This is an optimization exercise on Yosys and OpenROAD, whose aim is small area, not a production implementation. At most, simulation tests tie the RTL to the original design; equivalence was not proved. The RTL of run 4 was laid out without a check of its function. No activity file was given, so power comes from the tool's default toggle rates.

### flow/config.mk
export PLATFORM = sky130hd
export DESIGN_NAME = Top_Module
export DESIGN_NICKNAME = Top_Module
export VERILOG_FILES = /design/flow/design.v
export SDC_FILE = /design/flow/constraint.sdc
export NUM_CORES = 8
export LEC_CHECK = 0
export CAP_MARGIN = 20
export CORE_MARGIN = 2
export CORE_UTILIZATION = 60
export PLACE_DENSITY = 0.7
export SLEW_MARGIN = 20
### flow/flow/run.sh
#!/bin/bash
# Layout flow: the standard flow (standard.sh) with
#  - no adder extraction before ABC (ADDER_MAP_FILE empty), so ABC also
#    optimises the few adders,
#  - port buffers of the smallest buffer cell,
#  - clock tree synthesis with small clusters of clkbuf_4 and no dummy loads.
# Each tool's output goes to a log file in this folder.
set -euo pipefail
W=$PWD
cp -r "$FLOW_HOME/scripts" "$W/scripts"
cp "$W/flow/abc_area.script" "$W/scripts/abc_area.script"
bash standard.sh SCRIPTS_DIR="$W/scripts" ABC_AREA=1 \
  ADDER_MAP_FILE= \
  BUFFER_PORTS_ARGS="-buffer_cell sky130_fd_sc_hd__buf_1" \
  CTS_ARGS="-sink_clustering_enable -repair_clock_nets -dont_use_dummy_load -buf_list sky130_fd_sc_hd__clkbuf_4 -sink_clustering_size 8 -sink_clustering_max_diameter 40" \
  finish > standard.log 2>&1
### flow/flow/abc_area.script
strash
&get -n
&deepsyn -J 200 -T 900
&put
&get -n
&st
&dch -f
&nf -a -F 8 -A 4 -p
&put
topo
stime -c
### flow/standard.sh
#!/bin/bash
# synth_recipe.tcl (not shown) runs the flow's synth.tcl, then flattens the netlist and writes it again
# the make line also repeats each setting of config.mk as NAME=value (left out here)
make -C /OpenROAD-flow-scripts/flow DESIGN_CONFIG=/design/flow/config.mk WORK_HOME=/design/flow/orfs CLKGATE_MAP_FILE= SYNTH_SCRIPT=/design/flow/synth_recipe.tcl "${@:-finish}"
### flow/design.v
module ai_new(input [8:0] a, input [8:0] p, input fk, output [8:0] mv);
    wire [3:0] mb;
    assign mb[0] = (~a[1] & a[4] & ~p[5]) |
        (~a[2] & p[0] & ~p[7] & ~fk) |
        (~a[3] & a[4] & ~p[7]) |
        (~a[1] & a[8] & p[0]) |
        (p[0] & p[6] & ~p[7]) |
        (~a[7] & p[6] & p[8]);
    assign mb[1] = (a[1] & p[0] & ~p[6]) |
        (a[1] & ~p[7]) |
        (a[3] & ~a[6] & ~p[2] & p[5] & ~p[6] & fk) |
        (a[3] & ~a[6] & ~a[7] & p[5] & p[8]) |
        (a[0] & a[7]) |
        (~a[3] & a[4] & ~p[3] & ~p[5]) |
        (a[1] & ~a[2] & fk) |
        (a[0] & ~a[3] & ~p[2]) |
        (a[6] & p[0]) |
        (a[0] & ~a[1] & ~p[6]);
    assign mb[2] = (a[1] & ~p[7]) |
        (a[2] & a[3] & ~p[6]) |
        (~a[4]) |
        (a[3] & ~p[5]) |
        (~a[0] & a[1] & p[2]) |
        (a[0] & ~a[1] & ~p[6]) |
        (~a[7] & p[6] & p[8]) |
        (a[2] & p[0] & ~p[6]) |
        (a[3] & ~a[6] & ~p[0] & ~p[2] & ~p[6] & ~p[8] & fk);
    assign mb[3] = (a[0] & ~a[3] & p[2]) |
        (a[1] & a[2] & a[3] & ~p[8]) |
        (~a[0] & ~a[1] & ~a[6] & ~a[8] & p[2] & p[5]) |
        (a[0] & ~a[1] & p[6] & ~p[8]) |
        (~a[2] & a[3] & ~a[8] & p[5] & p[6] & fk);
    assign mv = 9'd1 << mb;
endmodule
module Top_Module (
    input clk,
    input rst,
    input [8:0] sw,
    input btnC, btnU, btnD, btnL, btnR,
    output [15:0] led,
    output [7:0] seg,
    output [3:0] an,
    output [4:0] screen_state,
    output [17:0] grid_state,
    output turn,
    output ai_waiting,
    output [1:0] game_status_pvp,
    output [1:0] game_status_pvp_final,
    output [1:0] game_status_ai,
    output [1:0] ai_level
    );
    localparam HOME = 3'd0, MS_PVP = 3'd1, MS_AI = 3'd2, PVP = 3'd3,
               PVP_RESULT = 3'd4, PVP_FINAL = 3'd7, AI = 3'd5, AI_RESULT = 3'd6;
    reg [4:0] c25;  reg s25;
    reg [5:0] c50;  reg s50;
    reg [6:0] c100; reg s100;
    reg [7:0] c250; reg s250;
    reg [8:0] c500; reg s500;
    wire w25 = (c25 == 5'd0);
    wire w50 = (c50 == 6'd0);
    wire w100 = (c100 == 7'd0);
    wire w250 = (c250 == 8'd0);
    wire w500 = (c500 == 9'd0);
    wire rise25_d = (c25 == 5'd18) & s25;   
    wire rise100 = w100 & ~s100;
    wire rise250 = w250 & ~s250;
    wire tick_d = (c500 == 9'd388) & s500;  
    always @(posedge clk) begin
        c25 <= (rst | w25) ? 5'd18 : {c25[3:0], ~(c25[4] ^ c25[1])};
        c50 <= (rst | w50) ? 6'd50 : {c50[4:0], ~(c50[5] ^ c50[0])};
        c100 <= (rst | w100) ? 7'd5 : {c100[5:0], ~(c100[6] ^ c100[2])};
        c250 <= (rst | w250) ? 8'd18 : {c250[6:0], ~(c250[7] ^ c250[6] ^ c250[1] ^ c250[0])};
        c500 <= (rst | w500) ? 9'd388 : {c500[7:0], ~(c500[8] ^ c500[3])};
        if (rst) begin
            s25 <= 0; s50 <= 0; s100 <= 0; s250 <= 0; s500 <= 0;
        end else begin
            s25 <= s25 ^ w25; s50 <= s50 ^ w50; s100 <= s100 ^ w100;
            s250 <= s250 ^ w250; s500 <= s500 ^ w500;
        end
    end
    reg [1:0] jc, idx;
    wire seg_rise = (jc == 2'b00);
    wire [1:0] nidx = {idx[0], ~idx[1]};
    always @(posedge clk) begin
        jc <= rst ? 2'b10 : {jc[0], ~jc[1]};
        if (rst) idx <= 2'b10;
        else if (seg_rise) idx <= nidx;
    end
    wire idx0 = (idx == 2'b00), idx1 = (idx == 2'b01), idx2 = (idx == 2'b11), idx3 = (idx == 2'b10);
    wire deb_C, deb_U, deb_D, deb_L;
    debouncer dC (clk, rst, btnC, deb_C);
    debouncer dU (clk, rst, btnU, deb_U);
    debouncer dD (clk, rst, btnD, deb_D);
    debouncer dL (clk, rst, btnL, deb_L);
    localparam [13:0] CZ = 14'd15957, C5K = 14'd1392, C10K = 14'd0, C10K1 = 14'd1;
    reg [2:0] state;
    reg grid_reset_flag, general_reset;
    reg [1:0] level;
    reg [13:0] count;
    reg [1:0] gr_p, gr_a;
    wire [1:0] win_result;
    wire sw0 = (sw == 9'd0);
    wire c5k = (count == C5K);
    wire c10k = (count == C10K);       
    wire c10k1 = (count == C10K1);     
    wire scr_pvp = (state == PVP) || (state == PVP_RESULT) || (state == PVP_FINAL);
    wire scr_ai = (state == AI) || (state == AI_RESULT);
    wire [13:0] count_step = {count[12:0], ~(count[13] ^ count[12])};
    wire grid_reset_any = grid_reset_flag ||
        (!rst && (state == HOME || state == MS_PVP || state == MS_AI ||
                  (state == PVP_RESULT && win_result == 2'b00 && c5k) ||
                  (state == PVP_FINAL && c10k1) || (state == AI_RESULT && c10k)));
    reg [2:0] ns;
    always @(*) begin
        ns = state;
        if (rst) ns = HOME;
        else case (state)
            HOME:   ns = (deb_C && sw0) ? MS_PVP : HOME;
            MS_PVP: ns = (deb_C && sw0) ? PVP : deb_L ? HOME : deb_D ? MS_AI : MS_PVP;
            MS_AI:  ns = (deb_C && sw0) ? AI : deb_L ? HOME : deb_U ? MS_PVP : MS_AI;
            PVP:    ns = deb_L ? MS_PVP : (gr_p == 2'b00) ? PVP : PVP_RESULT;
            PVP_RESULT: ns = (win_result != 2'b00) ? PVP_FINAL : c5k ? PVP : PVP_RESULT;
            PVP_FINAL:  ns = c10k1 ? MS_PVP : PVP_FINAL;
            AI:     ns = deb_L ? MS_AI : (gr_a == 2'b00) ? AI : AI_RESULT;
            AI_RESULT: ns = (c10k && gr_a == 2'b01) ? ((level == 2'b10) ? MS_AI : AI) :
                            (c10k && gr_a[1]) ? AI : AI_RESULT;
            default: ns = state;
        endcase
    end
    always @(posedge clk) begin
        state <= ns;
        count <= (!rst && ((state == PVP_RESULT && !(win_result == 2'b00 && c5k)) ||
                           (state == PVP_FINAL && !c10k1) ||
                           (state == AI_RESULT && !c10k))) ? count_step : CZ;
        if (rst) begin
            grid_reset_flag <= 0;
            general_reset <= 0;
            level <= 0;
        end else case (state)
            HOME: begin
                general_reset <= 1; grid_reset_flag <= 1; level <= 0;
            end
            MS_PVP, MS_AI: begin
                general_reset <= 1; grid_reset_flag <= 1;
            end
            PVP, AI: begin
                general_reset <= 0; grid_reset_flag <= 0;
            end
            PVP_RESULT: begin
                general_reset <= 0;
                if (win_result == 2'b00 && c5k) grid_reset_flag <= 1;
            end
            PVP_FINAL: begin
                general_reset <= 0;
                if (c10k1) grid_reset_flag <= 1;
            end
            AI_RESULT: begin
                general_reset <= 0;
                if (c10k) begin
                    grid_reset_flag <= 1;
                    if (gr_a == 2'b01) level <= (level == 2'b10) ? 2'b00 : level + 2'd1;
                    else if (gr_a == 2'b10) level <= 0;
                end
            end
        endcase
    end
    function [17:0] spread;    
        input [8:0] m;
        input [1:0] v;
        integer k;
        begin
            for (k = 0; k < 9; k = k + 1) spread[2*k +: 2] = m[k] ? v : 2'b00;
        end
    endfunction
    function haswin;
        input [8:0] a;
        begin
            haswin = (a[0]&a[1]&a[2]) | (a[3]&a[4]&a[5]) | (a[6]&a[7]&a[8]) |
                     (a[0]&a[3]&a[6]) | (a[1]&a[4]&a[7]) | (a[2]&a[5]&a[8]) |
                     (a[0]&a[4]&a[8]) | (a[2]&a[4]&a[6]);
        end
    endfunction
    function onehot9;          
        input [8:0] v;
        reg [2:0] any, many;
        begin
            any = {|v[8:6], |v[5:3], |v[2:0]};
            many = {(v[8]&v[7]) | (v[8]&v[6]) | (v[7]&v[6]),
                    (v[5]&v[4]) | (v[5]&v[3]) | (v[4]&v[3]),
                    (v[2]&v[1]) | (v[2]&v[0]) | (v[1]&v[0])};
            onehot9 = (|any) & ~(|many) & ~((any[0]&any[1]) | (any[0]&any[2]) | (any[1]&any[2]));
        end
    endfunction
    localparam [3:0] P0 = 4'd6, P8 = 4'd0;
    function [3:0] pstep;
        input [3:0] p;
        pstep = {p[2:0], ~(p[3] ^ p[2])};
    endfunction
    function [8:0] pdec;      
        input [3:0] p;
        begin
            pdec[0] = (p == 4'd6);
            pdec[1] = (p == 4'd12);
            pdec[2] = (p == 4'd9);
            pdec[3] = (p == 4'd2);
            pdec[4] = (p == 4'd5);
            pdec[5] = (p == 4'd10);
            pdec[6] = (p == 4'd4);
            pdec[7] = (p == 4'd8);
            pdec[8] = (p == 4'd0);
        end
    endfunction
    reg [17:0] grid_p;
    reg [8:0] sel_p;
    reg turn_p;           
    reg win_p;
    reg blink_p;
    reg [3:0] pos_p;      
    reg win_pd;
    wire [8:0] xs_p = {grid_p[16], grid_p[14], grid_p[12], grid_p[10], grid_p[8], grid_p[6], grid_p[4], grid_p[2], grid_p[0]};
    wire [8:0] os_p = {grid_p[17], grid_p[15], grid_p[13], grid_p[11], grid_p[9], grid_p[7], grid_p[5], grid_p[3], grid_p[1]};
    wire [8:0] conf_p = xs_p | os_p;
    wire oh_p = onehot9(sel_p);
    wire full_p = &conf_p;
    wire rst_gp = rst || grid_reset_any || btnR;
    always @(posedge clk) begin
        if (rst_gp) begin
            grid_p <= 0; sel_p <= 0; gr_p <= 0; turn_p <= 0;
        end else if (win_p) begin
            gr_p <= turn_p ? 2'b01 : 2'b10;
        end else if (full_p) begin
            gr_p <= 2'b11;
        end else if (btnC && oh_p) begin
            grid_p <= grid_p | spread(sel_p, turn_p ? 2'b10 : 2'b01);
            turn_p <= ~turn_p;
            sel_p <= 0;
        end else begin
            sel_p <= sw & ~conf_p;
        end
        if (rst || grid_reset_any) win_p <= 0;
        else win_p <= haswin(xs_p) | haswin(os_p);
        win_pd <= win_p;
        if (rise25_d) pos_p <= (!win_pd || pos_p == P8) ? P0 : pstep(pos_p);
        if (rise100) blink_p <= (gr_p == 2'b11) ? ~blink_p : 1'b0;
    end
    localparam [10:0] WC2000 = 11'd1838;
    reg [17:0] grid_a;
    reg [8:0] sel_a;
    reg ai_turn;          
    reg aw, start_ai;
    reg [10:0] wc;
    reg win_a;
    reg blink_a;
    reg [3:0] pos_a;
    reg win_ad;
    reg [3:0] rnd;        
    wire [8:0] ps_a = {grid_a[16], grid_a[14], grid_a[12], grid_a[10], grid_a[8], grid_a[6], grid_a[4], grid_a[2], grid_a[0]};
    wire [8:0] as_a = {grid_a[17], grid_a[15], grid_a[13], grid_a[11], grid_a[9], grid_a[7], grid_a[5], grid_a[3], grid_a[1]};
    wire [8:0] conf_a = ps_a | as_a;
    wire oh_a = onehot9(sel_a);
    wire full_a = &conf_a;
    wire [8:0] rnd_oh = pdec(rnd);
    wire [8:0] ai_oh;
    ai_new ai_move (as_a, ps_a, level[1], ai_oh);
    wire lvl0 = (level == 2'd0);
    wire [8:0] mv_oh = (lvl0 && conf_a != 9'd0) ? rnd_oh : ai_oh;
    wire mv_taken = lvl0 && |(conf_a & rnd_oh);
    wire rst_ga = rst || grid_reset_any;
    always @(posedge clk) begin
        rnd <= (rst || rnd == P8) ? P0 : pstep(rnd);
        if (rst_ga) begin
            grid_a <= 0; sel_a <= 0; gr_a <= 0; ai_turn <= 1; aw <= 0;    
            start_ai <= !rst;
        end else if (win_a) begin
            gr_a <= ai_turn ? 2'b01 : 2'b10;
        end else if (full_a) begin
            gr_a <= 2'b11;
        end else begin
            start_ai <= aw && (wc == 0);
            if (!ai_turn) begin
                if (btnC && oh_a) begin
                    grid_a <= grid_a | spread(sel_a, 2'b01);
                    ai_turn <= 1;
                    sel_a <= 0;
                    aw <= 1;
                end else sel_a <= sw & ~conf_a;
            end else if (start_ai) begin
                if (mv_taken) begin
                    aw <= 1; start_ai <= 1;
                end else begin
                    grid_a <= grid_a | spread(mv_oh, 2'b10);
                    aw <= 0;
                    ai_turn <= 0;
                end
            end
        end
        wc <= (!rst_ga && !win_a && !full_a && !ai_turn && btnC && oh_a) ? WC2000 : {wc[9:0], ~(wc[10] ^ wc[1])};
        if (rst_ga) win_a <= 0;
        else win_a <= haswin(ps_a) | haswin(as_a);
        win_ad <= win_a;
        if (rise25_d) pos_a <= (!win_ad || pos_a == P8) ? P0 : pstep(pos_a);
        if (rise100) blink_a <= (gr_a == 2'b11) ? ~blink_a : 1'b0;
    end
    wire ns_ai = scr_ai;
    wire l_zero = rst | ~(scr_pvp | scr_ai) | grid_reset_any | (scr_pvp & btnR) |
                  (deb_L & (state == PVP || state == AI));
    wire l_run = ns_ai ? (gr_a == 2'b01) : win_p;
    wire l_all = ns_ai & (gr_a == 2'b10);
    wire l_alt = ns_ai ? (gr_a == 2'b11) : full_p;
    wire [3:0] l_pos = ns_ai ? pos_a : pos_p;
    wire l_blink = ns_ai ? blink_a : blink_p;
    wire [8:0] l_conf = ns_ai ? conf_a : conf_p;
    wire [8:0] l_sel = ns_ai ? sel_a : sel_p;
    reg [8:0] led_r;
    always @(posedge clk)
        led_r <= l_zero ? 9'd0 :
                 l_run ? pdec(l_pos) :
                 l_all ? {9{s100}} :
                 l_alt ? (l_blink ? 9'b111100000 : 9'b000001111) :
                 l_conf | (s50 ? l_sel : 9'd0);
    reg [1:0] prev_p;
    reg round_done;
    reg [1:0] xsc, osc;      
    reg [1:0] xsd, osd;      
    reg [1:0] cap_s;         
    always @(posedge clk) begin
        prev_p <= gr_p;
        round_done <= (prev_p != gr_p);
        if (rst || general_reset) begin
            xsc <= 0; osc <= 0;
        end else if (round_done) begin
            if (gr_p == 2'b01) xsc <= xsc + 2'd1;
            else if (gr_p == 2'b10) osc <= osc + 2'd1;
        end
        if (rst) begin xsd <= 0; osd <= 0; end
        else begin xsd <= xsc; osd <= osc; end
        if (seg_rise) cap_s <= nidx[1] ? xsd : osd;
    end
    assign win_result = (xsd == 2'd3) ? 2'b01 : (osd == 2'd3) ? 2'b10 : 2'b00;
    localparam [3:0] DZ = 4'd11, D5 = 4'd5, D9 = 4'd0;
    function [3:0] dstep;
        input [3:0] d;
        dstep = {d[2:0], ~(d[3] ^ d[2])};
    endfunction
    reg tr;           
    reg rq;           
    reg hold, hold_d;
    reg blk, blk_cap;
    reg [3:0] t_s, t_ts, t_m, t_tm;
    reg [3:0] cap_t;
    always @(posedge clk) begin
        tr <= !rst && (general_reset || grid_reset_flag);
        rq <= rst || tr;
        hold <= !rst && (gr_a != 2'b00);
        hold_d <= hold;
        if (rst) blk <= 0;
        else if (rise250) blk <= hold ? ~blk : 1'b0;
        if (rq || tr) begin
            t_s <= DZ; t_ts <= DZ; t_m <= DZ; t_tm <= DZ;
        end else if (tick_d && !hold_d &&
                     !(t_tm == D9 && t_m == D9 && t_ts == D5 && t_s == D9)) begin
            t_s <= (t_s == D9) ? DZ : dstep(t_s);
            if (t_s == D9) begin
                t_ts <= (t_ts == D5) ? DZ : dstep(t_ts);
                if (t_ts == D5) begin
                    t_m <= (t_m == D9) ? DZ : dstep(t_m);
                    if (t_m == D9) t_tm <= dstep(t_tm);
                end
            end
        end
        if (seg_rise) begin
            case (nidx)
                2'b00: cap_t <= t_tm;
                2'b01: cap_t <= t_m;
                2'b11: cap_t <= t_ts;
                default: cap_t <= t_s;
            endcase
            blk_cap <= blk;
        end
    end
    function [6:0] seg7;
        input [3:0] n;
        reg [9:0] d;
        integer k;
        begin
            d[0] = (n == 4'd11);
            d[1] = (n == 4'd6);
            d[2] = (n == 4'd12);
            d[3] = (n == 4'd9);
            d[4] = (n == 4'd2);
            d[5] = (n == 4'd5);
            d[6] = (n == 4'd10);
            d[7] = (n == 4'd4);
            d[8] = (n == 4'd8);
            d[9] = (n == 4'd0);
            seg7[0] = d[1] | d[4];
            seg7[1] = d[5] | d[6];
            seg7[2] = d[2];
            seg7[3] = d[1] | d[4] | d[7];
            seg7[4] = d[1] | d[3] | d[4] | d[5] | d[7] | d[9];
            seg7[5] = d[1] | d[2] | d[3] | d[7];
            seg7[6] = d[0] | d[1] | d[7];
        end
    endfunction
    function [6:0] seg7s;      
        input [1:0] n;
        reg [3:0] d;
        begin
            d = {n == 2'd3, n == 2'd2, n == 2'd1, n == 2'd0};
            seg7s[0] = d[1];
            seg7s[1] = 1'b0;
            seg7s[2] = d[2];
            seg7s[3] = d[1];
            seg7s[4] = d[1] | d[3];
            seg7s[5] = d[1] | d[2] | d[3];
            seg7s[6] = d[0] | d[1];
        end
    endfunction
    wire [7:0] seg_p = idx0 ? 8'b10100011 :
                       idx2 ? 8'b10001001 :
                       {idx3, seg7s(cap_s)};
    wire [7:0] seg_a = {~idx1, seg7(cap_t)};
    wire [3:0] an_pat = {~idx0, ~idx1, ~idx2, ~idx3};
    assign seg = scr_pvp ? seg_p : scr_ai ? seg_a : 8'hff;
    assign an = an_pat | {4{~(scr_pvp | scr_ai) | (scr_ai & blk_cap)}};
    assign led = {7'd0, led_r};
    assign screen_state = {2'b00, state};
    assign grid_state = scr_pvp ? (grid_p | (oh_p ? spread(sel_p, 2'b11) : 18'd0)) :
                        scr_ai ? (grid_a | (oh_a ? spread(sel_a, 2'b11) : 18'd0)) : 18'd0;
    assign turn = scr_pvp & turn_p;
    assign ai_waiting = aw;
    assign game_status_pvp = gr_p;
    assign game_status_pvp_final = win_result;
    assign game_status_ai = gr_a;
    assign ai_level = level;
endmodule
module debouncer (
    input clk,
    input rst,
    input btn,
    output pulse
);
    localparam [7:0] LOAD = 8'd130;
    reg btn_prev;
    reg [7:0] hold;
    assign pulse = (hold == LOAD);    
    always @(posedge clk) begin
        if (rst) begin
            btn_prev <= 0; hold <= 0;
        end else begin
            btn_prev <= btn;
            if (hold != 0) hold <= {hold[6:0], ~(hold[7] ^ hold[4])};
            else if (btn && !btn_prev) hold <= LOAD;
        end
    end
endmodule
### flow/constraint.sdc
create_clock -name core_clock -period 10.0 [get_ports {clk}]
set_input_delay 2.0000 -clock core_clock [delete_from_list [all_inputs] [get_ports {clk}]]
set_output_delay 2.0000 -clock core_clock [all_outputs]
set_load 0.01 [all_outputs]
==> results of run 1 <==
## per-layer routing
| layer | share of wire | up-vias | GRT usage |
|---|---|---|---|
| li1 | - | 4179 | - |
| met1 | 0.44 | 4062 | 0.3980 |
| met2 | 0.46 | 356 | 0.4623 |
| met3 | 0.074 | 68 | 0.05498 |
| met4 | 0.031 | 0 | 0.1207 |
| met5 | 0 | - | 0 |
## cell usage after synthesis, drive strengths merged (6+ instances only)
library cell | count | share of area
a211oi | 13 | 0.0099
a21oi | 75 | 0.038
a221o | 16 | 0.016
a222oi | 7 | 0.0071
a22o | 12 | 0.011
a22oi | 12 | 0.0091
a31oi | 9 | 0.0057
a32o | 19 | 0.019
and2 | 18 | 0.011
buf | 10 | 0.0076
clkinv | 36 | 0.014
dfxtp | 222 | 0.45
edfxtp | 18 | 0.055
nand2 | 87 | 0.033
nand2b | 23 | 0.015
nand3 | 18 | 0.0091
nand3b | 8 | 0.0061
nand4 | 10 | 0.0063
nor2 | 120 | 0.046
nor2b | 56 | 0.035
nor3 | 37 | 0.019
nor4 | 20 | 0.013
o21ai | 39 | 0.020
o22ai | 20 | 0.013
o31ai | 7 | 0.0053
or2 | 11 | 0.0070
or3 | 22 | 0.014
or4 | 11 | 0.0083
xnor2 | 6 | 0.0053
xor2 | 18 | 0.016
## worst max-delay path: stages (launching register included)
cell and delay [ns]:
dfxtp_1 0.58, xor2_1 0.53, and2_0 0.20, buf_4 0.33, and2_0 0.39, nor2_1 0.13
a21oi_1 0.21, a221o_1 0.14, buf_1 0.14
## cell families after synthesis
group,count (synthesis),share of synthesized area
AO/OA/AOI/OAI,281,0.1991
XOR/XNOR,24,0.02125
AND/OR/NAND/NOR,464,0.2416
flip-flops,240,0.5040
multiplexers,6,0.01139
adder cells (fa/ha/maj),1,0.001012
buffers and inverters,46,0.02125
other,1,0.0003791
## sequential cells by signal (all words and copies together) (netlist names), 5 cells and up
| signal | cells |
|---|---|
| grid_a | 18 |
| grid_p | 18 |
| count | 14 |
| wc | 11 |
| c500 | 9 |
| led_r | 9 |
| sel_a | 9 |
| sel_p | 9 |
| c250 | 8 |
| dC.hold | 8 |
| dD.hold | 8 |
| dL.hold | 8 |
| dU.hold | 8 |
| c100 | 7 |
| c50 | 6 |
| c25 | 5 |
## cell type report
type                    instances  area share
diodes                          1   0.0002334
inverters                      36     0.01260
repair buffers                 74     0.02871
well taps                     216     0.02521
clock buffers                  37     0.02591
multi-input cells             785      0.4424
flip-flops and latches        240      0.4649
## power groups by stage
stage	logic, uW	clock network, uW	registers, uW
final	87.3	476	1030
after CTS	87.7	491	1030
after global placement	84.6	0	1050
after global routing	99.4	529	1030
after floorplan	66.1	0	1040
after detailed placement	87.0	0	1050
## per-stage QoR
step	cells	power, uW
floorplan	1071	1108
global placement	1351	1133
detailed placement	1351	1136
CTS	1388	1606
global route	1389	1661
finish	1389	1590
## worst paths after layout
check                                      end  slack [ns]     start  cells past startpoint
worst min-delay path                    hold_d        0.36      hold                      0
worst max register to register        led_r[3]        6.45  count[2]                      8
worst max-delay path            grid_state[13]        4.73  state[0]                      8
worst min register to register          hold_d        0.36      hold                      0
==> results.cfg, run 1 <==
[outcome]
status = timing/DRC/antenna clean

[sta]
worst_pin_slew_ns = 1.085
worst_hold_slack_ns = 0.3628
clock_skew_ns = 0.04135
slew_viol_final = 0
setup_viol = 0
min_period_ns = 5.271
rsz0062_at_grt = no
post-route-period-util = 0.5271
max-slew-margin-rel = 0.2713
setup_ws_ns = 4.729
fmax_mhz = 189.7
tns_ns = 0
finalHoldViolations = 0

[layout]
fillers = 1446
final_util = 0.6701
mostFrequentLayoutCell = dfxtp_1
seq_area_um2 = 4985
final_area_um2 = 10720
area_delta_synth_final_pct = 8.399
multiInputGateArea_um2 = 4743
final_cell_mix = dfxtp_1 (222), nor2_1 (120), nand2_1 (87)
nets = 1190
drive_above_1_share = 0.04437

[clock_network]
clkLatencyLatePin_ns = 0.62
clk_pin_slew_ns = 0.09
clock_sinks = 240
cts_tree = done
htreeDepth = 2
cts_resized = 0
numCtsBuffers = 37
cts_max_path_buffers = 3
cts_post_setup_buffers_inserted = 0
hold_buffers = 0
clockRootBuffer = clkbuf_4

[worst_setup_path]
critPathArrivalTime_ns = 3.27
worstPathRequired_ns = 8.00
end_kind = output pin
crit_path_start_kind = flip-flop
cp_max_fo = 29
criticalPathCategory = flip-flop to output pin

[power]
cellPowerDensity_nw_per_um2 = 148.3
power_frac_seq = 0.646
power.leakage_uw = 0.003630
ir_drop_mv = 0.1359
power_frac_comb = 0.055
p_clk_frac = 0.299
switching_share = 0.2396
power_switching_uw = 381.1
p_int_uw = 1209

[placement]
dpl_cell_area_um2 = 10430
place_congestion = 0.9274
place_worst_setup_slack_ns = 5.318
port-buffer-count = 67
dp_hpwl_um = 18140

[floorplan]
core-area_um2 = 16000
dieArea_um2 = 17530
num_io_pins = 77
die_w_um = 132.4
die_h_um = 132.4
start_util = 0.6182
rows = 46

[synthesis]
synth-seq-area-share = 0.5040
syn_area_per_cell_um2 = 9.305
synth_top_flop_cell = dfxtp_1
synth_cells = 1063
ys.warnings.count = 2
synth_edf_count = 18
yosys_register_bits = 240
synthArstFlopShare = 0
synth_area_um2 = 9891
synth.distinct_cells = 63

[global_route]
antenna_found_initial = 1
grt_usage = 0.2931
grt_max_degree = 67
grt.overflow.total = 0
grt_pass1_wl_um = 41540
grt_pass1_vias = 8001

[routing]
wire_per_inst_um = 18.66
routed_via_density = 6.238
drtAntennaViolNets = 0
drt_iter0_markers = 920
num_vias = 8665
wirelength_um = 25920
dr.pass1.iters = 6
route.detailed.drc = 0

[min_path]
worst_hold_path_type = flip-flop to flip-flop

[run]
maxCapViolations = 0
==> inputs of run 2 (changes only) <==
==> flow/flow/run.sh (replaced) <==
#!/bin/bash
# Layout flow: the standard flow (standard.sh) with
#  - no adder extraction before ABC (ADDER_MAP_FILE empty), so ABC also
#    optimises the few adders,
#  - one tie cell for all constant outputs (no tie fanout repair),
#  - port buffers of the smallest buffer cell,
#  - clock tree synthesis with small clusters of clkbuf_4 and no dummy loads.
# Each tool's output goes to a log file in this folder.
set -euo pipefail
W=$PWD
cp -r "$FLOW_HOME/scripts" "$W/scripts"
cp "$W/flow/abc_area.script" "$W/scripts/abc_area.script"
bash standard.sh SCRIPTS_DIR="$W/scripts" ABC_AREA=1 \
  ADDER_MAP_FILE= SKIP_REPAIR_TIE_FANOUT=1 \
  BUFFER_PORTS_ARGS="-buffer_cell sky130_fd_sc_hd__buf_1" \
  CTS_ARGS="-sink_clustering_enable -repair_clock_nets -dont_use_dummy_load -buf_list sky130_fd_sc_hd__clkbuf_4 -sink_clustering_size 8 -sink_clustering_max_diameter 40" \
  finish > standard.log 2>&1
==> run 2 against run 1 <==
  * Still clean on timing, DRC and antenna
  * Core utilization down 0.13 points
  * Clock power grew 1%
  * Worst hold slack improved by 0.020 ns
  * Critical path depth shrank 2
  * First-iteration DRC count decreased by 0.98%
  * Sequential power barely moved
  * Power up 0.51%
  * Critical endpoint is now grid_state[11]
==> results.cfg, run 2 <==
[outcome]
status = timing/DRC/antenna clean

[power]
power.leakage_uw = 0.003615
cellPowerDensity_nw_per_um2 = 149.4
ir_drop_mv = 0.1144

[run]
maxCapViolations = 0

[synthesis]
synth_commonest_cells = dfxtp_1 (222), nor2_1 (120), nand2_1 (87), a21oi_1 (75), nor2b_1 (56)
synth_top_family_by_area = simple AND/OR/NAND/NOR gates
synth-seq-area-share = 0.5040
synth_cells = 1063
syn_area_per_cell_um2 = 9.305
synth_edf_count = 18
yosysMostFrequentCell = dfxtp_1
synth_top_flop_cell = dfxtp_1
synth_compound_area_frac = 0.1991
ys.warnings.count = 2
synth_largest_area_cell = dfxtp_1
synth.distinct_cells = 63
synthArstFlopShare = 0
synth_area_um2 = 9891
synthSimpleGateAreaFrac = 0.2416
synth_mux_area_frac = 0.01139
yosys_register_bits = 240
synth_xor_area_frac = 0.02125
synthTopCellsByArea = dfxtp_1 (45%), edfxtp_1 (5.5%), nor2_1 (4.6%)
yosys.area.top_type_share = 0.4493
synth_fa_ha_area_frac = 0.001012

[layout]
drive_above_1_share = 0.04631
fin_cells = 1383
nets = 1184
final_area_um2 = 10700
area_delta_synth_final_pct = 8.197
final_util = 0.6688
final_cell_mix = dfxtp_1 (222), nor2_1 (120), nand2_1 (87)
reg_top3 = grid_a x18, grid_p x18, count x14
mostFrequentLayoutCell = dfxtp_1

[worst_setup_path]
worst_r2r_startpoint = count[1]
slowest_stage = dfxtp_1
crit_path_start_kind = flip-flop
cp_max_fo = 17
crit_chain = xor2_1, nand2_1, nand2_1, a21oi_1, a221o_1, buf_1
cp_common_cell = nand2_1
slowest_delay_ns = 0.64
critPathArrivalTime_ns = 3.25
criticalPathCategory = flip-flop to output pin
crit_path_start = state[0]
worstPathRequired_ns = 8.00
end_kind = output pin

[floorplan]
core-area_um2 = 16000
num_io_pins = 77
die_w_um = 132.4
rows = 46
dieArea_um2 = 17530
die_h_um = 132.4
start_util = 0.6182

[clock_network]
cts_post_setup_buffers_inserted = 0
htreeDepth = 2
hold_buffers = 0
clkLatencyLatePin_ns = 0.65
cts_tree = done
numCtsBuffers = 38
cts_resized = 0
cts_max_path_buffers = 3
clock_sinks = 240
clockRootBuffer = clkbuf_4
clk_pin_slew_ns = 0.09

[placement]
post-place-cells = 1343
port-buffer-count = 67
place_congestion = 0.9291
dpl_cell_area_um2 = 10400
dp_hpwl_um = 18320

[sta]
slew_viol_final = 0
rsz0062_at_grt = no
tns_ns = 0
fmax_mhz = 190.6
clock_skew_ns = 0.08261
post-route-period-util = 0.5246
worst_pin_slew_ns = 1.056
max-slew-margin-rel = 0.2896
finalHoldViolations = 0
setup_viol = 0
min_period_ns = 5.246

[routing]
wirelength_um = 26140
routed_via_density = 6.316
wire_per_inst_um = 18.90
drtAntennaViolNets = 0
dr.pass1.iters = 9
drt_iter0_markers = 911
num_vias = 8735
route.detailed.drc = 0

[min_path]
worst_hold_path_type = flip-flop to flip-flop
worstHoldStart = hold

[global_route]
grt_max_degree = 94
grt.overflow.total = 0
grt_pass1_vias = 8023
grt_pass1_wl_um = 41540
grt_usage = 0.2927
antenna_found_initial = 1
## run 2: cell counts after synthesis
Identical to the previous run, type by type.
## run 2: cell families (layout without fill, tap and decap cells)
kind of cell    after synthesis  in the layout
compound gates              281            281
xor+xnor                     24             24
fa+ha+maj                     1              1
buf+inv                      46            149
flops                       240            240
mux                           6              6
other cells                   1              2
simple gates                464            464
## run 2: cell type report
cell class                 instances  area (um2)
antenna                            1       2.502
clock buffer                      38       285.3
fill                            1435        5299
inverter                          36       135.1
multi-input combinational        777        4713
sequential                       240        4985
tap                              216       270.3
timing repair buffer              75       310.3
## run 2: final timing paths
kind / to / slack, ns / cells after the start
setup / recovery: grid_state[11] / 4.75 / 6
hold / removal: hold_d / 0.38 / 0
hold reg to reg: hold_d / 0.38 / 0
setup reg to reg: led_r[0] / 6.30 / 8
## run 2: metrics by stage
step                power (uW)  setup slack (ns)  hold slack [ns]
finish                    1599             4.754           0.3829
global route              1666             4.523           0.3902
CTS                       1613             4.792           0.3835
detailed placement        1137             5.451           0.3650
global placement          1134             5.521           0.3742
floorplan                 1108             5.138           0.3228
## run 2: critical path: cells and delay by family, from the launching register on
kind / cells / cell delay (ns)
compound gates: 2 / 0.39
xor+xnor: 1 / 0.57
buf+inv: 1 / 0.13
flops: 1 / 0.64
simple gates: 2 / 0.86
## run 2: layer usage
metal  share of wire  GRT usage  vias up  routed length, um
li1                -          -     4178                  -
met1            0.43     0.3983     4080              11370
met2            0.44     0.4381      388              11540
met3           0.081    0.06536       89               2130
met4           0.042     0.1505        0               1095
met5               0          0        -                  0
## run 2: report_power, final
group | switching (uW) | total, uW | leakage (uW) | internal, uW
Sequential | 27.1 | 1030 | 0.00196 | 1000
Combinational | 49.7 | 87.5 | 0.00148 | 37.8
Clock | 308 | 483 | 0.000175 | 175
==> inputs of run 3 (changes only) <==
==> flow/flow/run.sh (replaced) <==
#!/bin/bash
# Layout flow: the standard flow (standard.sh) with
#  - no adder extraction before ABC (ADDER_MAP_FILE empty), so ABC also
#    optimises the few adders,
#  - one tie cell for all constant outputs (no tie fanout repair) and no
#    synthesis buffers on pass-through outputs (the port buffers follow),
#  - port buffers of the smallest buffer cell,
#  - clock tree synthesis with small clusters of clkbuf_4 and no dummy loads.
# Each tool's output goes to a log file in this folder.
set -euo pipefail
W=$PWD
cp -r "$FLOW_HOME/scripts" "$W/scripts"
cp "$W/flow/abc_area.script" "$W/scripts/abc_area.script"
bash standard.sh SCRIPTS_DIR="$W/scripts" ABC_AREA=1 \
  ADDER_MAP_FILE= SKIP_REPAIR_TIE_FANOUT=1 SYNTH_INSBUF=0 \
  BUFFER_PORTS_ARGS="-buffer_cell sky130_fd_sc_hd__buf_1" \
  CTS_ARGS="-sink_clustering_enable -repair_clock_nets -dont_use_dummy_load -buf_list sky130_fd_sc_hd__clkbuf_4 -sink_clustering_size 8 -sink_clustering_max_diameter 40" \
  finish > standard.log 2>&1
==> run 3 against run 2 <==
  * Still clean on timing, DRC and antenna
  * Global-route usage rose by 0.31 points
  * Cell count decreased by 0.14%
  * Clock skew grew 0.0056 ns
  * Maximum frequency shrank 0.90%
  * Sequential share of layout area hardly changed
  * Combinational power increased by 0.7%
  * Via count down 0.30%
  * Critical path depth rose by 2
  * Area after synthesis shrank 0.76%
  * Critical path type unchanged
  * Largest power group unchanged
  * Highest routed layer unchanged
==> results.cfg, run 3 <==
[outcome]
status = timing/DRC/antenna clean

[clock_network]
hold_buffers = 0
clock_sinks = 240
clkLatencyLatePin_ns = 0.64
cts_resized = 0
cts_tree = done
htreeDepth = 2
clockRootBuffer = clkbuf_4
numCtsBuffers = 38
cts_post_setup_buffers_inserted = 0
clk_pin_slew_ns = 0.09
cts_max_path_buffers = 3

[sta]
post-route-period-util = 0.5294
tns_ns = 0
clock_skew_ns = 0.08820
rsz0062_at_grt = no
fmax_mhz = 188.9
finalHoldViolations = 0
slew_viol_final = 0
setup_viol = 0
worst_hold_slack_ns = 0.3580
min_period_ns = 5.294
worst_pin_slew_ns = 1.136
max-slew-margin-rel = 0.2365

[power]
cellPowerDensity_nw_per_um2 = 149.4
ir_drop_mv = 0.1237
power.leakage_uw = 0.003605

[placement]
post-place-cells = 1342
dpl_cell_area_um2 = 10400
port-buffer-count = 67
place_congestion = 0.9212
dp_hpwl_um = 18010

[routing]
wire_per_inst_um = 18.65
drtAntennaViolNets = 0
wirelength_um = 25750
routed_via_density = 6.306
route.detailed.drc = 0
drt_iter0_markers = 837
dr.pass1.iters = 7
num_vias = 8709

[layout]
nets = 1182
area_delta_synth_final_pct = 9.038
final_util = 0.6713
drive_above_1_share = 0.04639
fin_cells = 1381
reg_top3 = grid_a x18, grid_p x18, count x14
mostFrequentLayoutCell = dfxtp_1
final_cell_mix = dfxtp_1 (222), nor2_1 (120), nand2_1 (87)
final_area_um2 = 10700

[synthesis]
synthSimpleGateAreaFrac = 0.2435
synth_edf_count = 18
synth.distinct_cells = 62
synth_mux_area_frac = 0.01147
synth_area_um2 = 9816
yosys_register_bits = 240
synth_commonest_cells = dfxtp_1 (222), nor2_1 (120), nand2_1 (87), a21oi_1 (75), nor2b_1 (56)
yosysMostFrequentCell = dfxtp_1
yosys.area.top_type_share = 0.4528
synth_compound_area_frac = 0.2006
ys.warnings.count = 2
synth_cells = 1053
synth_largest_area_cell = dfxtp_1
syn_area_per_cell_um2 = 9.322
synth_top_flop_cell = dfxtp_1
synth_fa_ha_area_frac = 0.001020
synthTopCellsByArea = dfxtp_1 (45%), edfxtp_1 (5.5%), nor2_1 (4.6%)
synth_xor_area_frac = 0.02141
synth-seq-area-share = 0.5078
synth_top_family_by_area = simple AND/OR/NAND/NOR gates
synthArstFlopShare = 0

[worst_setup_path]
critPathArrivalTime_ns = 3.29
worstPathRequired_ns = 8.00
criticalPathCategory = flip-flop to output pin
end_kind = output pin
cp_max_fo = 22
crit_path_start_kind = flip-flop

[global_route]
grt_usage = 0.2958
grt_pass1_wl_um = 42040
grt_pass1_vias = 8181
grt.overflow.total = 0
antenna_found_initial = 1
grt_max_degree = 55

[run]
maxCapViolations = 0

[floorplan]
rows = 46
die_w_um = 131.9
core-area_um2 = 15940
start_util = 0.6157
die_h_um = 131.9
num_io_pins = 77
dieArea_um2 = 17400

[min_path]
worst_hold_path_type = flip-flop to flip-flop
-- run 3: where the power goes --
group	internal, uW	leakage, uW	switching, uW
logic	37.8	0.00147	50.2
registers	1000	0.00196	26.6
clock network	175	0.000175	308
total	1210	0.00360	385
-- run 3: kinds of logic (layout without fill, tap and decap cells) --
family	after synthesis	count (layout)
AND/OR/NAND/NOR	464	464
AO/OA/AOI/OAI	281	281
flip-flops	240	240
buffers and inverters	36	147
XOR/XNOR	24	24
multiplexers	6	6
adder cells (fa/ha/maj)	1	1
other	1	2
-- run 3: layout make-up --
| class | instances | area [um2] |
|---|---|---|
| Inverter | 36 | 135.1 |
| Tap cell | 216 | 270.3 |
| Clock buffer | 38 | 285.3 |
| Fill cell | 1411 | 5240 |
| Sequential cell | 240 | 4985 |
| Timing Repair Buffer | 73 | 300.3 |
| Antenna cell | 1 | 2.502 |
| Multi-Input combinational cell | 777 | 4725 |
-- run 3: critical path, stage by stage, from the launching register on --
cell and delay, ns:
dfxtp_1 0.61, xor2_1 0.56, nor2_1 0.11, buf_4 0.24, and2_0 0.31, a22o_1 0.32
a21oi_1 0.20, o21ai_0 0.15, buf_1 0.17
-- run 3: per-layer routing --
| metal | part of all wire | up-vias | GRT usage |
|---|---|---|---|
| met1 | 0.43 | 4016 | 0.4027 |
| met3 | 0.083 | 81 | 0.05383 |
| met2 | 0.45 | 437 | 0.4572 |
| li1 | - | 4175 | - |
| met4 | 0.039 | 0 | 0.1419 |
| met5 | 0 | - | 0 |
-- run 3: through the flow --
step | total power (uW) | setup WS, ns
detailed placement | 1137 | 5.179
global placement | 1134 | 5.235
global route | 1669 | 4.491
finish | 1599 | 4.706
floorplan | 1105 | 5.138
CTS | 1612 | 4.765
-- run 3: path summary, 6_finish.rpt --
check	to	from	slack, ns	cells after the start
max	grid_state[9]	state[0]	4.71	8
min	hold_d	hold	0.36	0
max reg2reg	led_r[3]	count[1]	6.33	8
min reg2reg	hold_d	hold	0.36	0
==> inputs of run 4 (changes only) <==
--- a/flow/design.v
+++ b/flow/design.v
@@ -1,36 +1,97 @@
 module ai_new(input [8:0] a, input [8:0] p, input fk, output [8:0] mv);
-    wire [3:0] mb;
-    assign mb[0] = (~a[1] & a[4] & ~p[5]) |
-        (~a[2] & p[0] & ~p[7] & ~fk) |
-        (~a[3] & a[4] & ~p[7]) |
-        (~a[1] & a[8] & p[0]) |
-        (p[0] & p[6] & ~p[7]) |
-        (~a[7] & p[6] & p[8]);
-    assign mb[1] = (a[1] & p[0] & ~p[6]) |
-        (a[1] & ~p[7]) |
-        (a[3] & ~a[6] & ~p[2] & p[5] & ~p[6] & fk) |
-        (a[3] & ~a[6] & ~a[7] & p[5] & p[8]) |
-        (a[0] & a[7]) |
-        (~a[3] & a[4] & ~p[3] & ~p[5]) |
-        (a[1] & ~a[2] & fk) |
-        (a[0] & ~a[3] & ~p[2]) |
-        (a[6] & p[0]) |
-        (a[0] & ~a[1] & ~p[6]);
-    assign mb[2] = (a[1] & ~p[7]) |
-        (a[2] & a[3] & ~p[6]) |
-        (~a[4]) |
-        (a[3] & ~p[5]) |
-        (~a[0] & a[1] & p[2]) |
-        (a[0] & ~a[1] & ~p[6]) |
-        (~a[7] & p[6] & p[8]) |
-        (a[2] & p[0] & ~p[6]) |
-        (a[3] & ~a[6] & ~p[0] & ~p[2] & ~p[6] & ~p[8] & fk);
-    assign mb[3] = (a[0] & ~a[3] & p[2]) |
-        (a[1] & a[2] & a[3] & ~p[8]) |
-        (~a[0] & ~a[1] & ~a[6] & ~a[8] & p[2] & p[5]) |
-        (a[0] & ~a[1] & p[6] & ~p[8]) |
-        (~a[2] & a[3] & ~a[8] & p[5] & p[6] & fk);
-    assign mv = 9'd1 << mb;
+    wire [8:0] e = ~(a | p);
+    function [7:0] two;  
+        input [8:0] m; input [8:0] n;
+        begin
+            two[0] = (m[0]&m[1]&~n[2]) | (m[0]&m[2]&~n[1]) | (m[1]&m[2]&~n[0]);
+            two[1] = (m[3]&m[4]&~n[5]) | (m[3]&m[5]&~n[4]) | (m[4]&m[5]&~n[3]);
+            two[2] = (m[6]&m[7]&~n[8]) | (m[6]&m[8]&~n[7]) | (m[7]&m[8]&~n[6]);
+            two[3] = (m[0]&m[3]&~n[6]) | (m[0]&m[6]&~n[3]) | (m[3]&m[6]&~n[0]);
+            two[4] = (m[1]&m[4]&~n[7]) | (m[1]&m[7]&~n[4]) | (m[4]&m[7]&~n[1]);
+            two[5] = (m[2]&m[5]&~n[8]) | (m[2]&m[8]&~n[5]) | (m[5]&m[8]&~n[2]);
+            two[6] = (m[0]&m[4]&~n[8]) | (m[0]&m[8]&~n[4]) | (m[4]&m[8]&~n[0]);
+            two[7] = (m[2]&m[4]&~n[6]) | (m[2]&m[6]&~n[4]) | (m[4]&m[6]&~n[2]);
+        end
+    endfunction
+    function [7:0] one;  
+        input [8:0] m; input [8:0] n;
+        begin
+            one[0] = ~(n[0]|n[1]|n[2]) & (m[0]^m[1]^m[2]) & ~(m[0]&m[1]&m[2]);
+            one[1] = ~(n[3]|n[4]|n[5]) & (m[3]^m[4]^m[5]) & ~(m[3]&m[4]&m[5]);
+            one[2] = ~(n[6]|n[7]|n[8]) & (m[6]^m[7]^m[8]) & ~(m[6]&m[7]&m[8]);
+            one[3] = ~(n[0]|n[3]|n[6]) & (m[0]^m[3]^m[6]) & ~(m[0]&m[3]&m[6]);
+            one[4] = ~(n[1]|n[4]|n[7]) & (m[1]^m[4]^m[7]) & ~(m[1]&m[4]&m[7]);
+            one[5] = ~(n[2]|n[5]|n[8]) & (m[2]^m[5]^m[8]) & ~(m[2]&m[5]&m[8]);
+            one[6] = ~(n[0]|n[4]|n[8]) & (m[0]^m[4]^m[8]) & ~(m[0]&m[4]&m[8]);
+            one[7] = ~(n[2]|n[4]|n[6]) & (m[2]^m[4]^m[6]) & ~(m[2]&m[4]&m[6]);
+        end
+    endfunction
+    function [8:0] wincell;
+        input [7:0] l; input [8:0] e;
+        reg [7:0] f;
+        begin
+            f[0] = l[0];
+            f[1] = l[1] & ~l[0];
+            f[2] = l[2] & ~|l[1:0];
+            f[3] = l[3] & ~|l[2:0];
+            f[4] = l[4] & ~|l[3:0];
+            f[5] = l[5] & ~|l[4:0];
+            f[6] = l[6] & ~|l[5:0];
+            f[7] = l[7] & ~|l[6:0];
+            wincell[0] = e[0] & (f[0]|f[3]|f[6]);
+            wincell[1] = e[1] & (f[0]|f[4]);
+            wincell[2] = e[2] & (f[0]|f[5]|f[7]);
+            wincell[3] = e[3] & (f[1]|f[3]);
+            wincell[4] = e[4] & (f[1]|f[4]|f[6]|f[7]);
+            wincell[5] = e[5] & (f[1]|f[5]);
+            wincell[6] = e[6] & (f[2]|f[3]|f[7]);
+            wincell[7] = e[7] & (f[2]|f[4]);
+            wincell[8] = e[8] & (f[2]|f[5]|f[6]);
+        end
+    endfunction
+    function [8:0] forks;
+        input [7:0] s; input [8:0] e;
+        begin
+            forks[0] = e[0] & ((s[0]&s[3]) | (s[0]&s[6]) | (s[3]&s[6]));
+            forks[1] = e[1] & s[0] & s[4];
+            forks[2] = e[2] & ((s[0]&s[5]) | (s[0]&s[7]) | (s[5]&s[7]));
+            forks[3] = e[3] & s[1] & s[3];
+            forks[4] = e[4] & ((s[1]&s[4]) | (s[1]&s[6]) | (s[1]&s[7]) | (s[4]&s[6]) | (s[4]&s[7]) | (s[6]&s[7]));
+            forks[5] = e[5] & s[1] & s[5];
+            forks[6] = e[6] & ((s[2]&s[3]) | (s[2]&s[7]) | (s[3]&s[7]));
+            forks[7] = e[7] & s[2] & s[4];
+            forks[8] = e[8] & ((s[2]&s[5]) | (s[2]&s[6]) | (s[5]&s[6]));
+        end
+    endfunction
+    function [8:0] last1;
+        input [8:0] v; integer i; reg seen;
+        begin
+            seen = 0;
+            for (i = 8; i >= 0; i = i - 1) begin
+                last1[i] = v[i] & ~seen; seen = seen | v[i];
+            end
+        end
+    endfunction
+    function [8:0] first1;
+        input [8:0] v; integer i; reg seen;
+        begin
+            seen = 0;
+            for (i = 0; i < 9; i = i + 1) begin
+                first1[i] = v[i] & ~seen; seen = seen | v[i];
+            end
+        end
+    endfunction
+    wire [7:0] wa = two(a, p), wp = two(p, a);
+    wire [8:0] fa = forks(one(a, p), e), fp = forks(one(p, a), e);
+    wire few = ((a & (a - 9'd1)) == 9'd0);    
+    wire [8:0] opening = e[4] ? 9'b000010000 :
+                         ((~e & 9'b111000111) != 0) ? 9'b000001000 : 9'b000000010;
+    assign mv = few ? opening :
+                (|wa) ? wincell(wa, e) :
+                (|wp) ? wincell(wp, e) :
+                (fk && |fa) ? last1(fa) :
+                (fk && |fp) ? last1(fp) :
+                first1(e);
 endmodule
 module Top_Module (
     input clk,
@@ -92,7 +153,7 @@
     debouncer dU (clk, rst, btnU, deb_U);
     debouncer dD (clk, rst, btnD, deb_D);
     debouncer dL (clk, rst, btnL, deb_L);
-    localparam [13:0] CZ = 14'd15957, C5K = 14'd1392, C10K = 14'd0, C10K1 = 14'd1;
+    localparam [13:0] CZ = 14'd3988, C5K = 14'd128, C10K = 14'd289;
     reg [2:0] state;
     reg grid_reset_flag, general_reset;
     reg [1:0] level;
@@ -101,15 +162,12 @@
     wire [1:0] win_result;
     wire sw0 = (sw == 9'd0);
     wire c5k = (count == C5K);
-    wire c10k = (count == C10K);       
-    wire c10k1 = (count == C10K1);     
-    wire scr_pvp = (state == PVP) || (state == PVP_RESULT) || (state == PVP_FINAL);
-    wire scr_ai = (state == AI) || (state == AI_RESULT);
-    wire [13:0] count_step = {count[12:0], ~(count[13] ^ count[12])};
+    wire c10k = (count == C10K);
+    wire [13:0] count_step = {count[12:0], ~(count[13] ^ count[0])};
     wire grid_reset_any = grid_reset_flag ||
         (!rst && (state == HOME || state == MS_PVP || state == MS_AI ||
                   (state == PVP_RESULT && win_result == 2'b00 && c5k) ||
-                  (state == PVP_FINAL && c10k1) || (state == AI_RESULT && c10k)));
+                  ((state == PVP_FINAL || state == AI_RESULT) && c10k)));
     reg [2:0] ns;
     always @(*) begin
         ns = state;
@@ -120,7 +178,7 @@
             MS_AI:  ns = (deb_C && sw0) ? AI : deb_L ? HOME : deb_U ? MS_PVP : MS_AI;
             PVP:    ns = deb_L ? MS_PVP : (gr_p == 2'b00) ? PVP : PVP_RESULT;
             PVP_RESULT: ns = (win_result != 2'b00) ? PVP_FINAL : c5k ? PVP : PVP_RESULT;
-            PVP_FINAL:  ns = c10k1 ? MS_PVP : PVP_FINAL;
+            PVP_FINAL:  ns = c10k ? MS_PVP : PVP_FINAL;
             AI:     ns = deb_L ? MS_AI : (gr_a == 2'b00) ? AI : AI_RESULT;
             AI_RESULT: ns = (c10k && gr_a == 2'b01) ? ((level == 2'b10) ? MS_AI : AI) :
                             (c10k && gr_a[1]) ? AI : AI_RESULT;
@@ -129,13 +187,11 @@
     end
     always @(posedge clk) begin
         state <= ns;
-        count <= (!rst && ((state == PVP_RESULT && !(win_result == 2'b00 && c5k)) ||
-                           (state == PVP_FINAL && !c10k1) ||
-                           (state == AI_RESULT && !c10k))) ? count_step : CZ;
         if (rst) begin
             grid_reset_flag <= 0;
             general_reset <= 0;
             level <= 0;
+            count <= CZ;
         end else case (state)
             HOME: begin
                 general_reset <= 1; grid_reset_flag <= 1; level <= 0;
@@ -148,19 +204,23 @@
             end
             PVP_RESULT: begin
                 general_reset <= 0;
-                if (win_result == 2'b00 && c5k) grid_reset_flag <= 1;
+                if (win_result == 2'b00) begin
+                    if (c5k) begin count <= CZ; grid_reset_flag <= 1; end
+                    else count <= count_step;
+                end
             end
             PVP_FINAL: begin
                 general_reset <= 0;
-                if (c10k1) grid_reset_flag <= 1;
+                if (c10k) begin count <= CZ; grid_reset_flag <= 1; end
+                else count <= count_step;
             end
             AI_RESULT: begin
                 general_reset <= 0;
                 if (c10k) begin
-                    grid_reset_flag <= 1;
+                    count <= CZ; grid_reset_flag <= 1;
                     if (gr_a == 2'b01) level <= (level == 2'b10) ? 2'b00 : level + 2'd1;
                     else if (gr_a == 2'b10) level <= 0;
-                end
+                end else count <= count_step;
             end
         endcase
     end
@@ -241,9 +301,10 @@
         else win_p <= haswin(xs_p) | haswin(os_p);
         win_pd <= win_p;
         if (rise25_d) pos_p <= (!win_pd || pos_p == P8) ? P0 : pstep(pos_p);
-        if (rise100) blink_p <= (gr_p == 2'b11) ? ~blink_p : 1'b0;
+        if (rst) blink_p <= 0;
+        else if (rise100) blink_p <= (gr_p == 2'b11) ? ~blink_p : 1'b0;
     end
-    localparam [10:0] WC2000 = 11'd1838;
+    localparam [10:0] WC2000 = 11'd1838, WC5 = 11'd1984;
     reg [17:0] grid_a;
     reg [8:0] sel_a;
     reg ai_turn;          
@@ -269,24 +330,28 @@
     always @(posedge clk) begin
         rnd <= (rst || rnd == P8) ? P0 : pstep(rnd);
         if (rst_ga) begin
-            grid_a <= 0; sel_a <= 0; gr_a <= 0; ai_turn <= 1; aw <= 0;    
+            grid_a <= 0; sel_a <= 0; gr_a <= 0; ai_turn <= 1; aw <= 0; wc <= 0;
             start_ai <= !rst;
         end else if (win_a) begin
             gr_a <= ai_turn ? 2'b01 : 2'b10;
         end else if (full_a) begin
             gr_a <= 2'b11;
         end else begin
-            start_ai <= aw && (wc == 0);
+            if (aw) begin
+                if (wc != 0) begin wc <= {wc[9:0], ~(wc[10] ^ wc[1])}; start_ai <= 0; end
+                else start_ai <= 1;
+            end else start_ai <= 0;
             if (!ai_turn) begin
                 if (btnC && oh_a) begin
                     grid_a <= grid_a | spread(sel_a, 2'b01);
                     ai_turn <= 1;
                     sel_a <= 0;
                     aw <= 1;
+                    wc <= WC2000;
                 end else sel_a <= sw & ~conf_a;
             end else if (start_ai) begin
                 if (mv_taken) begin
-                    aw <= 1; start_ai <= 1;
+                    aw <= 1; wc <= WC5; start_ai <= 1;
                 end else begin
                     grid_a <= grid_a | spread(mv_oh, 2'b10);
                     aw <= 0;
@@ -294,16 +359,16 @@
                 end
             end
         end
-        wc <= (!rst_ga && !win_a && !full_a && !ai_turn && btnC && oh_a) ? WC2000 : {wc[9:0], ~(wc[10] ^ wc[1])};
         if (rst_ga) win_a <= 0;
         else win_a <= haswin(ps_a) | haswin(as_a);
         win_ad <= win_a;
         if (rise25_d) pos_a <= (!win_ad || pos_a == P8) ? P0 : pstep(pos_a);
-        if (rise100) blink_a <= (gr_a == 2'b11) ? ~blink_a : 1'b0;
+        if (rst) blink_a <= 0;
+        else if (rise100) blink_a <= (gr_a == 2'b11) ? ~blink_a : 1'b0;
     end
-    wire ns_ai = scr_ai;
-    wire l_zero = rst | ~(scr_pvp | scr_ai) | grid_reset_any | (scr_pvp & btnR) |
-                  (deb_L & (state == PVP || state == AI));
+    wire ns_pvp = (ns == PVP) || (ns == PVP_RESULT) || (ns == PVP_FINAL);
+    wire ns_ai = (ns == AI) || (ns == AI_RESULT);
+    wire l_zero = ~(ns_pvp | ns_ai) | grid_reset_any | (~ns_ai & btnR);
     wire l_run = ns_ai ? (gr_a == 2'b01) : win_p;
     wire l_all = ns_ai & (gr_a == 2'b10);
     wire l_alt = ns_ai ? (gr_a == 2'b11) : full_p;
@@ -324,8 +389,12 @@
     reg [1:0] xsd, osd;      
     reg [1:0] cap_s;         
     always @(posedge clk) begin
-        prev_p <= gr_p;
-        round_done <= (prev_p != gr_p);
+        if (rst) begin
+            prev_p <= 0; round_done <= 0;
+        end else begin
+            prev_p <= gr_p;
+            round_done <= (prev_p != gr_p);
+        end
         if (rst || general_reset) begin
             xsc <= 0; osc <= 0;
         end else if (round_done) begin
@@ -416,6 +485,8 @@
             seg7s[6] = d[0] | d[1];
         end
     endfunction
+    wire scr_pvp = (state == PVP) || (state == PVP_RESULT) || (state == PVP_FINAL);
+    wire scr_ai = (state == AI) || (state == AI_RESULT);
     wire [7:0] seg_p = idx0 ? 8'b10100011 :
                        idx2 ? 8'b10001001 :
                        {idx3, seg7s(cap_s)};
==> flow/run.sh (new file) <==
#!/bin/bash
# synth_recipe.tcl (not shown) runs the flow's synth.tcl, then flattens the netlist and writes it again
# the make line also repeats each setting of config.mk as NAME=value (left out here)
make -C /OpenROAD-flow-scripts/flow DESIGN_CONFIG=/design/flow/config.mk WORK_HOME=/design/flow/orfs CLKGATE_MAP_FILE= SYNTH_SCRIPT=/design/flow/synth_recipe.tcl finish
--- a/flow/config.mk
+++ b/flow/config.mk
@@ -7,6 +7,6 @@
 export LEC_CHECK = 0
 export CAP_MARGIN = 20
 export CORE_MARGIN = 2
-export CORE_UTILIZATION = 60
-export PLACE_DENSITY = 0.7
+export CORE_UTILIZATION = 40
+export PLACE_DENSITY = 0.6
 export SLEW_MARGIN = 20
removed: flow/flow/run.sh
removed: flow/flow/abc_area.script
removed: flow/standard.sh
==> run 4 against run 3 <==
  * Still clean on timing, DRC and antenna
  * Design area grew 42%
  * Sequential power hardly changed
  * Power is 40% higher
  * Non-clock buffer count rose by 15
  * Global-route usage down 6.2 points
  * Cell count up 57%
  * Maximum frequency fell by 5.0%
  * Clock skew shrank 0.046 ns
  * Area after synthesis increased by 36%
  * Via count rose by 45%
  * Worst hold slack lost 0.0024 ns
  * Combinational power grew 100%
  * Critical path type is now input port to flip-flop
  * Critical endpoint is now led_r[6]
==> results.cfg, run 4 <==
[floorplan]
core-area_um2 = 32700
rows = 66
num_io_pins = 77
dieArea_um2 = 34840
start_util = 0.4081
die_w_um = 186.7
die_h_um = 186.7

[sta]
slew_viol_final = 0
rsz0062_at_grt = no
max-slew-margin-rel = 0.3224
finalHoldViolations = 0
worst_pin_slew_ns = 1.016
setup_viol = 0
min_period_ns = 5.570
fmax_mhz = 179.5
clock_skew_ns = 0.04194
post-route-period-util = 0.5570
tns_ns = 0

[power]
power.leakage_uw = 0.005549
power_frac_comb = 0.079
cellPowerDensity_nw_per_um2 = 146.3
switching_share = 0.2457
p_clk_frac = 0.448
power_switching_uw = 548.2
power_frac_seq = 0.472
p_int_uw = 1683
ir_drop_mv = 0.1539
power_uw = 2231

[worst_setup_path]
critPathArrivalTime_ns = 5.98
crit_chain = clkdlybuf4s50_1, or4_1, or4b_4, nor4b_4, a2111oi_2, a211oi_4, xnor2_1, or2_1, mux2_4, a221o_1, o2bb2ai_1
criticalPathCategory = input port to flip-flop
worstPathRequired_ns = 10.41
end_kind = flip-flop
slowest_stage = or2_1
slowest_delay_ns = 0.72
crit_path_start_kind = input port
cp_max_fo = 26

[synthesis]
ys.warnings.count = 3
yosys.area.top_type_share = 0.3360
synth_commonest_cells = dfxtp_1 (224), nor2_1 (181), a21oi_1 (154), nand2_1 (150), o21ai_0 (105)
synth_edf_count = 16
syn_area_per_cell_um2 = 7.959
synthTopCellsByArea = dfxtp_1 (34%), a21oi_1 (5.8%), nor2_1 (5.1%)
synth.distinct_cells = 79
synth_largest_area_cell = dfxtp_1
synth_cells = 1677
synth_top_flop_cell = dfxtp_1
synth-seq-area-share = 0.3720
synthArstFlopShare = 0
synth_area_um2 = 13350
yosys_register_bits = 240
yosysMostFrequentCell = dfxtp_1

[layout]
antennaDiodeCount = 0
mostFrequentLayoutCell = dfxtp_1
reg_top3 = grid_a x18, grid_p x18, count x14
fillers = 3247
drive_above_1_share = 0.05858
seq_area_um2 = 4965
nets = 1768
area_delta_synth_final_pct = 14.25
multiInputGateArea_um2 = 7772
final_cell_mix = dfxtp_1 (224), nor2_1 (181), a21oi_1 (154)

[clock_network]
clock_sinks = 240
cts_max_path_buffers = 3
cts_tree = done
clockRootBuffer = clkbuf_16
cts_post_setup_buffers_inserted = 0
clk_pin_slew_ns = 0.06
clkLatencyLatePin_ns = 0.57
hold_buffers = 0
numCtsBuffers = 28
cts_resized = 0
htreeDepth = 1

[global_route]
grt_pass1_wl_um = 66260
grt_pass1_vias = 11860
grt.overflow.total = 0
grt_max_degree = 45
antenna_found_initial = 1
grt_usage = 0.2337

[routing]
routed_via_density = 5.839
drtAntennaViolNets = 0
wirelength_um = 42150
drt_iter0_markers = 1154
num_vias = 12650
route.detailed.drc = 0
dr.pass1.iters = 8
wire_per_inst_um = 19.46

[placement]
port-buffer-count = 67
place_congestion = 0.9524
dp_hpwl_um = 30610

[outcome]
status = timing/DRC/antenna clean

[min_path]
worst_hold_path_type = flip-flop to flip-flop

[run]
maxCapViolations = 0
[run 4: cells by family (layout without fill, tap and decap cells)]
family	count (synthesis)	count (layout)	synth area share
buffers and inverters	159	198	0.04790
AND/OR/NAND/NOR	703	703	0.2672
multiplexers	21	21	0.02053
flip-flops	240	240	0.3720
AO/OA/AOI/OAI	468	468	0.2219
adder cells (fa/ha/maj)	58	58	0.05250
other	1	9	0.0002810
XOR/XNOR	27	27	0.01772
[run 4: power by group through the flow]
stage,clock network (uW),logic (uW),registers [uW]
after floorplan,0,144,1060
after global placement,0,174,1070
after detailed placement,0,176,1070
after CTS,1020,178,1050
after global routing,1060,200,1060
final,1000,177,1050
[run 4: area by class of cell]
cell class	count	share of cell area
clock buffers	38	0.05038
clock inverters	12	0.009272
inverters	60	0.01477
multi-input cells	1286	0.5097
flip-flops and latches	240	0.3256
well taps	442	0.03627
repair buffers	88	0.05399
[run 4: critical path, delay by kind of cell]
kind | cells | cell delay [ns]
muxes | 1 | 0.36
xor gates and xnor gates | 1 | 0.20
AOI/OAI and AO/OA | 4 | 0.82
buffers and inverters | 1 | 0.45
and+or+nand+nor | 4 | 2.14
[run 4: path summary, 6_finish.rpt]
kind / start / end / slack [ns] / depth (start not counted)
setup reg to reg: grid_a[9] / grid_a[7] / 5.19 / 12
hold / removal: hold / hold_d / 0.36 / 0
setup / recovery: sw[2] / led_r[6] / 4.43 / 11
hold reg to reg: hold / hold_d / 0.36 / 0
[run 4: per-layer routing]
metal,GRT usage,up-vias,part of all wire
li1,-,6067,-
met1,0.3036,5929,0.43
met2,0.3868,539,0.46
met3,0.04269,111,0.072
met4,0.08669,2,0.040
met5,0,-,0.00031
[run 4: metrics by stage]
step | util | hold slack [ns] | instances | area, um2 | setup WS (ns)
floorplan | - | 0.3311 | 1685 | 13380 | 4.995
global placement | 0.4385 | 0.3502 | 2116 | 14340 | 4.003
detailed placement | 0.4385 | 0.3488 | 2116 | 14340 | 3.957
CTS | 0.4663 | 0.3592 | 2166 | 15250 | 4.504
global route | 0.4663 | 0.3641 | 2166 | 15250 | 4.233
finish | 0.4663 | 0.3557 | 2166 | 15250 | 4.430

==> what the ideal ports hide <==
The results above use ideal ports. As a check the final layouts listed here were re-extracted and re-timed, cells and wires unchanged.
Step 1, drivers: a clkbuf_16 drives clk and a buf_2 each remaining input, both assumed.
Step 2 also shifts input and output timing later by t, the mid clock arrival at the registers, as if the neighbouring blocks saw the same clock.
Slacks: ideal ports / drivers / drivers and shift; pairs: ideal ports / drivers.
| run | t, ns | slack for setup (ns) | worst setup path after step 2 | worst slew at a driven data input, ns |
|---|---|---|---|---|
| run 1 | 0.641 | 4.729 / 4.688 / 5.283 | input to register | 0.03 |
| run 2 | 0.644 | 4.754 / 4.717 / 5.361 | register to output | 0.03 |
| run 3 | 0.635 | 4.706 / 4.666 / 5.088 | input to register | 0.03 |
| run 4 | 0.600 | 4.430 / 4.426 / 3.826 | input to register | 0.07 |
After both steps setup and hold are still met in every run listed. For run 4, which loses most, drivers alone change the setup slack by -0.004 ns; drivers and shift together by -0.604 ns.
